From an optimization exercise on the open Yosys and OpenROAD flow, aimed at small area, a short achievable clock period and few clock cycles; shortcuts taken in it are not production practice. RTL that was checked went through simulation tests only; none was proved equivalent to the original.

==> fjord <==
// kmeans_top
module kmeans_top #(
    parameter N    = 32,
    parameter ITER = 10
)(
    input clk,
    input rst,
    input        ld_valid,
    input  [4:0] ld_addr,
    input  [7:0] ld_x,
    input  [7:0] ld_y,
    input  [7:0] ld_z,
    input  start,
    output busy,
    output done,
    output [2*N-1:0] labels,
    output [71:0]    centroids
);
==> flow/config.mk <==
export PLATFORM = sky130hd
export DESIGN_NAME = kmeans_top
export DESIGN_NICKNAME = kmeans_top
export VERILOG_FILES = /design/flow/design.v
export SDC_FILE = /design/flow/constraint.sdc
export NUM_CORES = 4
export LEC_CHECK = 0
export ABC_AREA = 1
export CAP_MARGIN = 20
export CORE_MARGIN = 2
export CORE_UTILIZATION = 62
export CTS_CLUSTER_DIAMETER = 120
export CTS_CLUSTER_SIZE = 24
export PLACE_DENSITY = 0.7
export SLEW_MARGIN = 20
==> flow/constraint.sdc <==
create_clock -name core_clock -period 32.0 [get_ports {clk}]
set_input_delay 6.4000 -clock core_clock [delete_from_list [all_inputs] [get_ports {clk}]]
set_output_delay 6.4000 -clock core_clock [all_outputs]
set_load 0.01 [all_outputs]
standard.sh (not shown) runs the stock make flow with config.mk's settings and CLKGATE_MAP_FILE= SYNTH_SCRIPT=/design/flow/synth_recipe.tcl, a recipe that flattens the netlist after the stock synthesis.
==> flow/flow/run.sh <==
#!/bin/bash
# Standard layout, with repair_timing asked for extra setup slack so that the
# resizer shortens paths well below the clock period.
set -euo pipefail
bash standard.sh SETUP_SLACK_MARGIN=24.5 finish > flow.log 2>&1
==> inputs of zinc, as changes to fjord <==
--- a/flow/design.v
+++ b/flow/design.v
@@ -253,42 +253,43 @@
     wire le02 = d0 <= d2;
     wire le12 = d1 <= d2;
     assign label = (le01 && le02) ? 2'd0 : (le12 ? 2'd1 : 2'd2);
 endmodule
 module kmeans_point_memory #(
-    parameter P  = 4,
-    parameter R  = 8,
-    parameter RW = 3
+    parameter P = 4,
+    parameter R = 8
 )(
     input clk,
-    input  [RW-1:0]   rot,
+    input shift,
     output [24*P-1:0] head,
     output [24*P-1:0] tail,
     input         pwe,
     input  [4:0]  paddr,
     input  [23:0] pdata
 );
-    wire [RW-1:0] prow = paddr / P;
-    wire [RW-1:0] tgt  = prow - rot - 1'b1;
     genvar b, r;
     generate
         for (b = 0; b < P; b = b + 1) begin : g_bank
-            wire bwe = pwe && (paddr % P) == b;
             wire [24*R-1:0] rows;
             for (r = 0; r < R; r = r + 1) begin : g_row
                 reg [23:0] q;
-                always @(posedge clk)
-                    q <= (bwe && tgt == r) ? pdata : rows[24*((r + 1) % R) +: 24];
+                always @(posedge clk) begin
+                    if (shift)
+                        q <= rows[24*((r + 1) % R) +: 24];
+                    else if (pwe && paddr == r * P + b)
+                        q <= pdata;
+                end
                 assign rows[24*r +: 24] = q;
             end
             assign head[24*b +: 24] = rows[0 +: 24];
             assign tail[24*b +: 24] = rows[24*(R-1) +: 24];
         end
     endgenerate
 endmodule
 module kmeans_acc_div (
     input clk,
+    input acc,
     input first,
     input [9:0] add,
     input div,
     input [5:0] n,
     output [3:0] q
@@ -303,14 +304,14 @@
     wire [12:0] r4 = t5[6] ? r5 : {2'b0, t5[5:0], r5[4:0]};
     wire [6:0]  t4 = {1'b0, r4[9:4]} - {1'b0, n};
     wire [12:0] r3 = t4[6] ? r4 : {3'b0, t4[5:0], r4[3:0]};
     assign q = {~t7[6], ~t6[6], ~t5[6], ~t4[6]};
     always @(posedge clk) begin
-        if (div)
-            sum <= {r3[8:0], 4'b0};
-        else
+        if (acc)
             sum <= (first ? 13'd0 : sum) + {3'b0, add};
+        else if (div)
+            sum <= {r3[8:0], 4'b0};
     end
 endmodule
 module kmeans_top #(
     parameter N    = 32,
     parameter ITER = 10
@@ -326,21 +327,17 @@
     output busy,
     output done,
     output [2*N-1:0] labels,
     output [71:0]    centroids
 );
-    localparam P  = 2;           
+    localparam P  = 4;           
     localparam R  = N / P;       
-    localparam RW = (R <= 2) ? 1 : (R <= 4) ? 2 : (R <= 8) ? 3 : (R <= 16) ? 4 : 5;
     reg busy_r, done_r;
     reg s1;                      
-    reg [RW-1:0] row;            
-    reg [RW-1:0] rot;            
-    reg [RW-1:0] hrow2;          
+    reg [2:0] row;
     reg v2, first2, last2;       
     reg d1, d2;                  
-    reg pw;                      
     reg [3:0] iter;
     assign busy = busy_r;
     assign done = done_r;
     wire ld = ld_valid && !busy_r;
     wire go = start && !busy_r;
@@ -348,166 +345,123 @@
     reg [4:0]  lda_q;
     reg [23:0] ldd_q;
     always @(posedge clk or posedge rst)
         if (rst) ldv_q <= 1'b0;
         else     ldv_q <= ld;
-    always @(posedge clk) begin
-        lda_q <= ld_addr;
-        ldd_q <= {ld_z, ld_y, ld_x};
-    end
-    reg        pv2;              
-    reg [4:0]  lda_q2;
-    reg [23:0] ldd_q2;
-    reg        pre_first;        
-    reg [N-1:0] loaded;
-    reg        dup;
-    always @(posedge clk or posedge rst)
-        if (rst) pv2 <= 1'b0;
-        else     pv2 <= ldv_q;
-    always @(posedge clk) begin
-        lda_q2 <= lda_q;
-        ldd_q2 <= ldd_q;
-    end
-    always @(posedge clk or posedge rst)
-        if (rst) begin
-            loaded <= 0;
-            dup <= 1'b0;
-            pre_first <= 1'b1;
-        end else begin
-            if (go) begin
-                loaded <= 0;
-                dup <= 1'b0;
-            end else if (ldv_q) begin
-                loaded[lda_q] <= 1'b1;
-                if (loaded[lda_q]) dup <= 1'b1;
-            end
-            if (s1 || d1) pre_first <= 1'b1;
-            else if (pv2) pre_first <= 1'b0;
+    always @(posedge clk)
+        if (ld) begin
+            lda_q <= ld_addr;
+            ldd_q <= {ld_z, ld_y, ld_x};
         end
-    wire [N-1:0] loaded_now = loaded | ({{(N-1){1'b0}}, ldv_q} << lda_q);
-    wire use_pre = (&loaded_now) && !dup && !(ldv_q && loaded[lda_q]);
     wire [24*P-1:0] head, tail;
-    kmeans_point_memory #(.P(P), .R(R), .RW(RW)) PM (
-        .clk(clk), .rot(rot), .head(head), .tail(tail),
+    kmeans_point_memory #(.P(P), .R(R)) PM (
+        .clk(clk), .shift(s1), .head(head), .tail(tail),
         .pwe(ldv_q), .paddr(lda_q), .pdata(ldd_q)
     );
     wire [71:0] cvec;
     assign centroids = cvec;
     wire [2*P-1:0] lab;          
+    wire [2*P-1:0] lab_prev;     
     genvar l, r;
     generate
         for (l = 0; l < P; l = l + 1) begin : g_lane
             wire [53:0] d;
             reg  [53:0] d_q;
-            wire [23:0] pin;
-            if (l == 0) begin : g_pin
-                assign pin = busy_r ? head[23:0] : ldd_q;
-            end else begin : g_pin
-                assign pin = head[24*l +: 24];
-            end
-            kmeans_dist3 DU (.p(pin), .c(cvec), .d(d));
+            kmeans_dist3 DU (.p(head[24*l +: 24]), .c(cvec), .d(d));
             always @(posedge clk)
-                d_q <= d;
+                if (s1) d_q <= d;
             kmeans_argmin3 AM (.d(d_q), .label(lab[2*l +: 2]));
-        end
-    endgenerate
-    wire [2*P-1:0] lrow [0:R-1];
-    generate
-        for (r = 0; r < R; r = r + 1) begin : g_lrow
-            for (l = 0; l < P; l = l + 1) begin : g_lcol
+            wire [2*R-1:0] lrows;
+            for (r = 0; r < R; r = r + 1) begin : g_lrow
                 reg [1:0] q;
-                always @(posedge clk or posedge rst)
-                    if (rst) q <= 2'd0;
-                    else if (v2 && hrow2 == r) q <= lab[2*l +: 2];
-                    else if (pv2 && lda_q2 == r * P + l) q <= lab[1:0];
-                assign lrow[r][2*l +: 2] = q;
+                always @(posedge clk)
+                    if (v2) q <= (r == R - 1) ? lab[2*l +: 2] : lrows[2*(r + 1) +: 2];
+                assign lrows[2*r +: 2] = q;
                 assign labels[2*(r*P + l) +: 2] = q;
             end
+            assign lab_prev[2*l +: 2] = lrows[1:0];
         end
     endgenerate
-    wire [2*P-1:0] lab_prev = lrow[hrow2];    
     genvar k, c;
-    wire first = v2 ? first2 : (pv2 && pre_first);
+    wire [8:0] cdiff;
     generate
         for (k = 0; k < 3; k = k + 1) begin : g_cl
             wire [P-1:0] m;
             for (l = 0; l < P; l = l + 1) begin : g_m
-                assign m[l] = (lab[2*l +: 2] == k) && (v2 || (l == 0 && pv2));
+                assign m[l] = (lab[2*l +: 2] == k);
             end
             reg [2:0] pc;
             integer j;
             always @(*) begin
                 pc = 0;
                 for (j = 0; j < P; j = j + 1) pc = pc + m[j];
             end
             reg [5:0] cnt;
             always @(posedge clk)
-                cnt <= (first ? 6'd0 : cnt) + pc;
+                if (v2) cnt <= (first2 ? 6'd0 : cnt) + pc;
             for (c = 0; c < 3; c = c + 1) begin : g_co
                 reg [9:0] s;
                 integer jj;
                 always @(*) begin
                     s = 0;
                     for (jj = 0; jj < P; jj = jj + 1)
-                        s = s + (m[jj] ? ((jj == 0 && !v2) ? ldd_q2[8*c +: 8] : tail[24*jj + 8*c +: 8]) : 8'd0);
+                        s = s + (m[jj] ? tail[24*jj + 8*c +: 8] : 8'd0);
                 end
                 wire [3:0] q;
                 kmeans_acc_div AD (
-                    .clk(clk), .first(first), .add(s),
+                    .clk(clk), .acc(v2), .first(first2), .add(s),
                     .div(d1), .n(cnt), .q(q)
                 );
                 localparam [71:0] INIT = {8'd71, 8'd21, 8'd90, 8'd51, 8'd50, 8'd50, 8'd10, 8'd50, 8'd12};
                 wire upd = (d1 || d2) && cnt != 0;
                 reg [7:0] cr;
                 always @(posedge clk) begin
-                    if (go || ld)
+                    if (go)
                         cr <= INIT[24*k + 8*c +: 8];
                     else if (upd) begin
                         if (d1) cr[7:4] <= q;
                         else    cr[3:0] <= q;
                     end
                 end
                 assign cvec[24*k + 8*c +: 8] = cr;
+                assign cdiff[3*k + c] = upd && (q != (d1 ? cr[7:4] : cr[3:0]));
             end
         end
     endgenerate
     wire lab_chg_row = (lab != lab_prev);
-    reg  lab_chg;
+    reg  lab_chg, cen_chg;
     wire lab_chg_all = lab_chg || lab_chg_row || iter == 0;
     wire pass_end = v2 && last2;
     wire fin_lab = pass_end && !lab_chg_all;
-    wire fin_div = d2 && iter == ITER - 1;
-    always @(posedge clk)
+    wire cen_chg_all = cen_chg || (cdiff != 0);
+    wire fin_div = d2 && (!cen_chg_all || iter == ITER - 1);
+    always @(posedge clk) begin
         if (v2) lab_chg <= (first2 ? 1'b0 : lab_chg) || lab_chg_row;
+        cen_chg <= d1 && (cdiff != 0);
+    end
     always @(posedge clk or posedge rst) begin
         if (rst) begin
             busy_r <= 1'b0;
             done_r <= 1'b0;
             s1 <= 1'b0;
             row <= 0;
-            rot <= 0;
-            hrow2 <= 0;
             v2 <= 1'b0;
             first2 <= 1'b0;
             last2 <= 1'b0;
             d1 <= 1'b0;
             d2 <= 1'b0;
-            pw <= 1'b0;
             iter <= 4'd0;
         end else begin
-            rot <= rot + 1'b1;
-            hrow2 <= rot;
             v2 <= s1;
             first2 <= (row == 0);
             last2 <= (row == R - 1);
-            pw <= go && use_pre;
-            d1 <= (pass_end && !fin_lab) || pw;
+            d1 <= pass_end && !fin_lab;
             d2 <= d1;
             if (go) begin
                 busy_r <= 1'b1;
                 done_r <= 1'b0;
-                s1 <= !use_pre;
+                s1 <= 1'b1;
                 row <= 0;
                 iter <= 4'd0;
             end else if (ld) begin
                 done_r <= 1'b0;
             end
==> flow/run.sh (new file) <==
#!/bin/bash
# synth_recipe.tcl (not shown) runs the flow's synth.tcl, then flattens the netlist and writes it again
# the make line also repeats each setting of config.mk as NAME=value (left out here)
make -C /OpenROAD-flow-scripts/flow DESIGN_CONFIG=/design/flow/config.mk WORK_HOME=/design/flow/orfs CLKGATE_MAP_FILE= SYNTH_SCRIPT=/design/flow/synth_recipe.tcl finish
- ABC_AREA: 1 -> not set
- CORE_UTILIZATION: 62 -> 40
- CTS_CLUSTER_DIAMETER: 120 -> not set
- CTS_CLUSTER_SIZE: 24 -> not set
- PLACE_DENSITY: 0.7 -> not set
removed: flow/flow/run.sh
removed: flow/standard.sh
==> impl_metrics.ini <==
[critical_path]
cp.arrival_ns = 9.91
path_buf_inv = 3
worstPathMaxFanout = 14
end_kind = register

[outcome]
status = timing/DRC/antenna clean

[timing]
rsz0062_at_grt = false
skew_ns = 0.0724
relSlewSlack_pct = 21.0

[global_route]
grt_use_met2_pct = 39.2
grt.met1_usage_pct = 36.5

[synth]
synth-simple-area-share_pct = 15.6

[route]
dr.pass1.iters = 6
viasPerCell = 5.37

[finish]
multi_input_area_share_pct = 58.2
seq_area_share_pct = 27.0
utilization_pct = 44.2

[cts]
cts_setup_buffers = 0

[floorplan]
die_area_um2 = 326000
Source of the figures above: zinc

==> impl_metrics.ini <==
[floorplan]
die_area_um2 = 142000

[global_route]
grt.met1_usage_pct = 47.5
grt_use_met2_pct = 60.4

[timing]
relSlewSlack_pct = 23.8
rsz0062_at_grt = true

[cts]
cts_setup_buffers = 121

[critical_path]
end_kind = output port
cp.arrival_ns = 1.36

[route]
dr.pass1.iters = 7

[synth]
synth-simple-area-share_pct = 17.2

[finish]
seq_area_share_pct = 28.0
multi_input_area_share_pct = 57.1
utilization_pct = 67.9

[outcome]
status = timing/DRC/antenna clean
Source of the figures above: fjord

Testbench counts of fjord, summed over its fixed seeds: cycles 10,356.
Testbench counts of zinc, summed over its fixed seeds: cycles 8,852.

* * *

==> 10-07: inputs <==
kmeans_top, a different RTL version from the one above (not shown whole).
export LEC_CHECK = 0
export CAP_MARGIN = 20
export CORE_MARGIN = 2
export CORE_UTILIZATION = 40
export SLEW_MARGIN = 20
create_clock -name core_clock -period 32.0 [get_ports {clk}]
==> flow/flow/run.sh <==
#!/bin/bash
# Standard layout, with repair_timing asked for extra setup slack so that the
# resizer shortens paths well below the clock period.
set -euo pipefail
bash standard.sh SETUP_SLACK_MARGIN=24 finish > flow.log 2>&1
==> 05-21 (differences from 10-07) <==
--- a/flow/design.v
+++ b/flow/design.v
@@ -284,13 +284,12 @@
             assign tail[24*b +: 24] = rows[24*(R-1) +: 24];
         end
     endgenerate
 endmodule
 module kmeans_acc_div (
     input clk,
-    input acc,
     input first,
     input [9:0] add,
     input div,
     input [5:0] n,
     output [3:0] q
 );
@@ -303,16 +302,16 @@
     wire [6:0]  t5 = {1'b0, r5[10:5]} - {1'b0, n};
     wire [12:0] r4 = t5[6] ? r5 : {2'b0, t5[5:0], r5[4:0]};
     wire [6:0]  t4 = {1'b0, r4[9:4]} - {1'b0, n};
     wire [12:0] r3 = t4[6] ? r4 : {3'b0, t4[5:0], r4[3:0]};
     assign q = {~t7[6], ~t6[6], ~t5[6], ~t4[6]};
     always @(posedge clk) begin
-        if (acc)
-            sum <= (first ? 13'd0 : sum) + {3'b0, add};
-        else if (div)
+        if (div)
             sum <= {r3[8:0], 4'b0};
+        else
+            sum <= (first ? 13'd0 : sum) + {3'b0, add};
     end
 endmodule
 module kmeans_top #(
     parameter N    = 32,
     parameter ITER = 10
 )(
@@ -328,13 +327,13 @@
     output done,
     output [2*N-1:0] labels,
     output [71:0]    centroids
 );
     localparam P  = 2;           
     localparam R  = N / P;       
-    localparam RW = $clog2(R);
+    localparam RW = (R <= 2) ? 1 : (R <= 4) ? 2 : (R <= 8) ? 3 : (R <= 16) ? 4 : 5;
     reg busy_r, done_r;
     reg s1;                      
     reg [RW-1:0] row;            
     reg [RW-1:0] rot;            
     reg [RW-1:0] hrow2;          
     reg v2, first2, last2;       
@@ -413,50 +412,50 @@
     endgenerate
     wire [2*P-1:0] lrow [0:R-1];
     generate
         for (r = 0; r < R; r = r + 1) begin : g_lrow
             for (l = 0; l < P; l = l + 1) begin : g_lcol
                 reg [1:0] q;
-                always @(posedge clk)
-                    if (v2 && hrow2 == r) q <= lab[2*l +: 2];
+                always @(posedge clk or posedge rst)
+                    if (rst) q <= 2'd0;
+                    else if (v2 && hrow2 == r) q <= lab[2*l +: 2];
                     else if (pv2 && lda_q2 == r * P + l) q <= lab[1:0];
                 assign lrow[r][2*l +: 2] = q;
                 assign labels[2*(r*P + l) +: 2] = q;
             end
         end
     endgenerate
     wire [2*P-1:0] lab_prev = lrow[hrow2];    
     genvar k, c;
-    wire acc = v2 || pv2;
-    wire first = v2 ? first2 : pre_first;
+    wire first = v2 ? first2 : (pv2 && pre_first);
     generate
         for (k = 0; k < 3; k = k + 1) begin : g_cl
             wire [P-1:0] m;
             for (l = 0; l < P; l = l + 1) begin : g_m
                 assign m[l] = (lab[2*l +: 2] == k) && (v2 || (l == 0 && pv2));
             end
-            reg [$clog2(P+1)-1:0] pc;
+            reg [2:0] pc;
             integer j;
             always @(*) begin
                 pc = 0;
                 for (j = 0; j < P; j = j + 1) pc = pc + m[j];
             end
             reg [5:0] cnt;
             always @(posedge clk)
-                if (acc) cnt <= (first ? 6'd0 : cnt) + pc;
+                cnt <= (first ? 6'd0 : cnt) + pc;
             for (c = 0; c < 3; c = c + 1) begin : g_co
                 reg [9:0] s;
                 integer jj;
                 always @(*) begin
                     s = 0;
                     for (jj = 0; jj < P; jj = jj + 1)
                         s = s + (m[jj] ? ((jj == 0 && !v2) ? ldd_q2[8*c +: 8] : tail[24*jj + 8*c +: 8]) : 8'd0);
                 end
                 wire [3:0] q;
                 kmeans_acc_div AD (
-                    .clk(clk), .acc(acc), .first(first), .add(s),
+                    .clk(clk), .first(first), .add(s),
                     .div(d1), .n(cnt), .q(q)
                 );
                 localparam [71:0] INIT = {8'd71, 8'd21, 8'd90, 8'd51, 8'd50, 8'd50, 8'd10, 8'd50, 8'd12};
                 wire upd = (d1 || d2) && cnt != 0;
                 reg [7:0] cr;
                 always @(posedge clk) begin
==> flow/flow/run.sh (replaced) <==
#!/bin/bash
# Standard layout, except:
#  - yosys's synth runs with -noabc, so its early "abc -fast" does not remap
#    the explicit adder trees before the full adders are extracted (the
#    registers, their names and cell types are those of the standard synthesis);
#  - repair_timing is asked for extra setup slack so that the resizer shortens
#    paths well below the clock period.
# make's output goes to flow.log; each tool's own log is under orfs/logs/.
set -euo pipefail
bash standard.sh SYNTH_ARGS=-noabc SETUP_SLACK_MARGIN=24.3 finish > flow.log 2>&1
- ABC_AREA: not set -> 1
- CORE_UTILIZATION: 40 -> 62
- CTS_CLUSTER_DIAMETER: not set -> 120
- CTS_CLUSTER_SIZE: not set -> 24
- PLACE_DENSITY: not set -> 0.7
==> impl_results.md <==
- Worst hold stages: 0
- Clock buf count: 69
- Share of the synthesized area in the top cell type: 26.9%
- Post-Synth Simple-Gate Area: 15.8%
- Commonest cells after routing, fill and taps aside: 2,046 x nand2_1, 1,187 x inv_1, 1,120 x o21ai_0
- Status: timing/DRC/antenna clean
- Fraction of area in registers: 28.9%
- Filler cells: 11,500
- Cell Chain, Critical Path: buf_2
(the above is from 05-21)
==> impl_results.md <==
- I/O Pins: 171
- Share of cells above drive strength 1: 17.7%
- Worst hold stages: 1
- Max incr delay on CP: 0.45 ns
- Clock buf count: 189
- Largest reg by FF count: PM.g_bank.g_row.q
- Setup CP Type: register to output port
- Filler cells: 20,800
- Post-Synth Simple-Gate Area: 10.9%
- Commonest cells after routing, fill and taps aside: 1,045 x inv_1, 915 x dfxtp_1, 867 x mux2_2
- Share of the synthesized area in the top cell type: 22.8%
- Synth Flop Type: dfxtp_1
- Status: timing/DRC/antenna clean
- Fin worst setup slack: 24.02 ns
(the above is from 10-07)
Testbench counts of 05-21, summed over its fixed seeds: cycles 10,356.
No functional check of the RTL was part of 10-07.

## what the ideal ports hide
Ports are ideal in the flow. The routed layouts listed here were re-timed in OpenROAD. Step 1 sets driving cells, clkbuf_16 on the clock port and buf_2 on the other inputs (assumed; they add their load-dependent delay and slew). Step 2 moves the port delays by t, midway between the first and last clock arrival at a register: inputs arrive t later, outputs are due t later. That takes back most of the time a late clock gives input paths. a / b / c = no drivers / after step 1 / after step 2; a / b = the first two.
run	t, ns	setup slack, ns	worst setup path at the end	worst register clock-pin slew, ns	worst data-port slew with drivers (ns)
fjord	0.798	24.238 / 24.152 / 23.878	input to register	0.11 / 0.11	0.04
zinc	0.961	22.798 / 22.798 / 22.798	register to register	0.07 / 0.07	0.06
10-07	0.877	24.023 / 23.936 / 23.424	input to register	0.07 / 0.07	0.08
05-21	0.824	24.241 / 24.155 / 23.717	input to register	0.11 / 0.11	0.13
After both steps setup and hold are still met in every run listed. The setup slack of 10-07, which loses most, moves by -0.087 ns with the drivers and by -0.599 ns with both steps.
